This is an optimization exercise on Yosys and OpenROAD, whose aim is small area and a short achievable clock period, not a production implementation.
Only simulation tests tie the RTL to the original design; equivalence was not proved.
Power figures rest on the tool's default switching activity, not on a simulated workload.

v24:
## cic_iq
module cic_iq
(
	input wire clk,
	input wire reset_n,
	input wire [3:0] rate_div,
	input wire [4:0] gain,
	input wire in_valid,
	input wire signed [23:0] in_i,
	input wire signed [23:0] in_q,
	output wire signed [23:0] out_i,
	output wire signed [23:0] out_q,
	output wire out_valid
);
Size in the first run: ~7200 cells after synthesis, ~1200 flip-flops, ~110 I/O pins, roughly 0.063 mm² of cells after synthesis.
export LEC_CHECK = 0
export CAP_MARGIN = 20
export CORE_MARGIN = 2
export CORE_UTILIZATION = 55
export CTS_CLUSTER_DIAMETER = 150
export CTS_CLUSTER_SIZE = 24
export GPL_TIMING_DRIVEN = 0
export SETUP_SLACK_MARGIN = 5
export SLEW_MARGIN = 20
create_clock -name core_clock -period 8.0 [get_ports {clk}]
run.sh (not shown) runs the stock make flow with config.mk's settings and CLKGATE_MAP_FILE= SYNTH_SCRIPT=/design/flow/synth_recipe.tcl, a recipe that flattens the netlist after the stock synthesis.
v24 finished end to end and its layout was clean on timing, DRC and antenna.
Inputs modified between v24 and v32:
# v24
export LEC_CHECK = 0
export CAP_MARGIN = 20
export CORE_MARGIN = 2
export CORE_UTILIZATION = 55
export CTS_CLUSTER_DIAMETER = 150
export CTS_CLUSTER_SIZE = 24
export GPL_TIMING_DRIVEN = 0
export SETUP_SLACK_MARGIN = 5
export SLEW_MARGIN = 20
create_clock -name core_clock -period 8.0 [get_ports {clk}]
# v32
export LEC_CHECK = 0
export CAP_MARGIN = 20
export CORE_MARGIN = 2
export CORE_UTILIZATION = 50
export CTS_CLUSTER_DIAMETER = 150
export CTS_CLUSTER_SIZE = 30
export SETUP_SLACK_MARGIN = 5
export SLEW_MARGIN = 20
create_clock -name core_clock -period 8.0 [get_ports {clk}]
==> comparison <==
- Port buffer count: v32 vs v24 identical
- In v32 relative to v24, total cell area at the placement stage had gone down slightly.
- Proportion of cell area occupied by multi-input gates for v32 is higher than for v24.
- Compared with v24, in v32 total chip power went down about 3.2%; design area decreased by 2.1% relative to the old numbers; maximum number of pins on one net before global-route repair now larger.
- The layout clock buffer count in v32 was lower than what v24 gave.
What v4 does differently from v32 at the input level:
# v32
export LEC_CHECK = 0
export CAP_MARGIN = 20
export CORE_MARGIN = 2
export CORE_UTILIZATION = 50
export CTS_CLUSTER_DIAMETER = 150
export CTS_CLUSTER_SIZE = 30
export SETUP_SLACK_MARGIN = 5
export SLEW_MARGIN = 20
create_clock -name core_clock -period 8.0 [get_ports {clk}]
# v4
export LEC_CHECK = 0
export CAP_MARGIN = 20
export CORE_MARGIN = 2
export CORE_UTILIZATION = 65
export CTS_CLUSTER_DIAMETER = 150
export CTS_CLUSTER_SIZE = 30
export SETUP_SLACK_MARGIN = 5
export SLEW_MARGIN = 20
create_clock -name core_clock -period 8.0 [get_ports {clk}]
[summary]
- Per the comparison of v4 with v32, combinational fraction of design power did not really move, vias after detailed routing went up, net load switching power went down.
What v50 does differently from v4 at the input level:
# v4
export LEC_CHECK = 0
export CAP_MARGIN = 20
export CORE_MARGIN = 2
export CORE_UTILIZATION = 65
export CTS_CLUSTER_DIAMETER = 150
export CTS_CLUSTER_SIZE = 30
export SETUP_SLACK_MARGIN = 5
export SLEW_MARGIN = 20
create_clock -name core_clock -period 8.0 [get_ports {clk}]
# v50
export LEC_CHECK = 0
export CAP_MARGIN = 20
export CORE_MARGIN = 2
export CORE_UTILIZATION = 50
export CTS_CLUSTER_DIAMETER = 150
export CTS_CLUSTER_SIZE = 30
export SETUP_SLACK_MARGIN = 5
export SLEW_MARGIN = 20
export TNS_END_PERCENT = 10
create_clock -name core_clock -period 8.0 [get_ports {clk}]
Notes after the runs:
Compared with v4, v50 shows a lower non-clock buffer count.
Looking at global-route usage, v50 sits 5.1 points lower than v4 does.
v50 — setup slack on the worst flop-to-flop path 0.15 ns lower, v4 as reference
v50 vs. v4: detailed-route wire length on metal 1 now sits higher; routed via count now sits lower; wire length of the first global-routing pass now sits higher; slack of the critical path now sits lower; number of buffer cells added on primary ports now sits at about the same level.
Input-level comparison between v51 and v50:
# v50
export LEC_CHECK = 0
export CAP_MARGIN = 20
export CORE_MARGIN = 2
export CORE_UTILIZATION = 50
export CTS_CLUSTER_DIAMETER = 150
export CTS_CLUSTER_SIZE = 30
export SETUP_SLACK_MARGIN = 5
export SLEW_MARGIN = 20
export TNS_END_PERCENT = 10
create_clock -name core_clock -period 8.0 [get_ports {clk}]
# v51
export LEC_CHECK = 0
export CAP_MARGIN = 20
export CORE_MARGIN = 2
export CORE_UTILIZATION = 50
export CTS_CLUSTER_DIAMETER = 150
export CTS_CLUSTER_SIZE = 30
export SETUP_SLACK_MARGIN = 5
export SLEW_MARGIN = 20
create_clock -name core_clock -period 8.0 [get_ports {clk}]
==> flow/flow/run.sh (new file) <==
#!/bin/bash
# The standard layout (standard.sh, unchanged steps and synthesis), with a
# tighter setup target for ORFS's timing repair. Each tool's output goes to
# ORFS's per-step logs; the make output goes to standard.log here.
set -euo pipefail
sed -e 's/SETUP_SLACK_MARGIN=[0-9.]*/SETUP_SLACK_MARGIN=5.4/' standard.sh > standard_tight.sh
bash standard_tight.sh > standard.log 2>&1
==> flow/standard.sh (new file) <==
#!/bin/bash
# synth_recipe.tcl (not shown) runs the flow's synth.tcl, then flattens the netlist and writes it again
# the make line also repeats each setting of config.mk as NAME=value (left out here)
make -C /OpenROAD-flow-scripts/flow DESIGN_CONFIG=/design/flow/config.mk WORK_HOME=/design/flow/orfs CLKGATE_MAP_FILE= SYNTH_SCRIPT=/design/flow/synth_recipe.tcl "${@:-finish}"
removed: flow/run.sh
- Final critical path time including I/O delays and setup | v51 below v50
- For v51, the termination of the worst setup path was out_q[21], unlike v50, where it was out_i[14].
- Looking at footprint of the multi-input gates across v51 and v50, the one that comes out higher is v51.
- Summary — global-route wire length before repair, v51 relative to v50: higher, by 5.1%.
For v33, these inputs were changed with respect to v51:
# v51
export LEC_CHECK = 0
export CAP_MARGIN = 20
export CORE_MARGIN = 2
export CORE_UTILIZATION = 50
export CTS_CLUSTER_DIAMETER = 150
export CTS_CLUSTER_SIZE = 30
export SETUP_SLACK_MARGIN = 5
export SLEW_MARGIN = 20
create_clock -name core_clock -period 8.0 [get_ports {clk}]
# v33
export LEC_CHECK = 0
export CAP_MARGIN = 20
export CORE_MARGIN = 2
export CORE_UTILIZATION = 50
export SETUP_SLACK_MARGIN = 5
export SLEW_MARGIN = 20
create_clock -name core_clock -period 8.0 [get_ports {clk}]
==> flow/run.sh (new file) <==
#!/bin/bash
# synth_recipe.tcl (not shown) runs the flow's synth.tcl, then flattens the netlist and writes it again
# the make line also repeats each setting of config.mk as NAME=value (left out here)
make -C /OpenROAD-flow-scripts/flow DESIGN_CONFIG=/design/flow/config.mk WORK_HOME=/design/flow/orfs CLKGATE_MAP_FILE= SYNTH_SCRIPT=/design/flow/synth_recipe.tcl finish
removed: flow/flow/run.sh
removed: flow/standard.sh
Findings:
Power consumption (v51 / v33): 0.802
| wire length on met2 | higher: v51 |
Power density of the placed cells (v33 over v51): increase, 49 mW/mm²
Relative to v51, fraction of power consumed by combinational cells has gone down in v33.
A master of the slowest instance on the critical path of sky130_fd_sc_hd__dfxtp_1 is what v33 shows, while sky130_fd_sc_hd__dfxtp_4 belongs to v51.
Total area of sequential cells: v51 and v33 compared, lower one is v33
Of v51 and v33, v33 shows the lower maximum achievable frequency, with v51 above it.
Summary of v33 over v51: die boundary height stayed essentially flat, global-route usage decreased by 0.64 points relative to the old numbers, global-route met1 utilization decreased 1.4 points.

==> what the ideal ports hide <==
In the flow no input, the clock included, has a driving cell. The finished layouts below were timed again as built, in two steps.
Step 1: set_driving_cell puts a clkbuf_16 on clk and a buf_2 on each other input, an assumption about the parent block.
Step 2 moves the port delays by t, midway between the first and last clock arrival at a register: inputs arrive t later, outputs are due t later. That takes back most of the time a late clock gives input paths.
Three values: ideal ports, drivers, drivers and shift; two values: the first two.
run | t (ns) | setup slack, ns | worst data-port slew with drivers (ns) | cell pins on the clock port's net
v24 | 0.788 | 5.064 / 4.982 / 5.067 | 0.05 | 1
v32 | 0.744 | 5.051 / 4.978 / 5.123 | 0.06 | 1
v4 | 0.750 | 5.052 / 4.985 / 5.071 | 0.05 | 1
v50 | 0.746 | 4.804 / 4.735 / 4.920 | 0.06 | 1
v51 | 0.752 | 5.219 / 5.144 / 5.252 | 0.05 | 1
v33 | 0.821 | 5.059 / 4.988 / 5.120 | 0.06 | 1
After both steps every run listed still meets setup and hold.
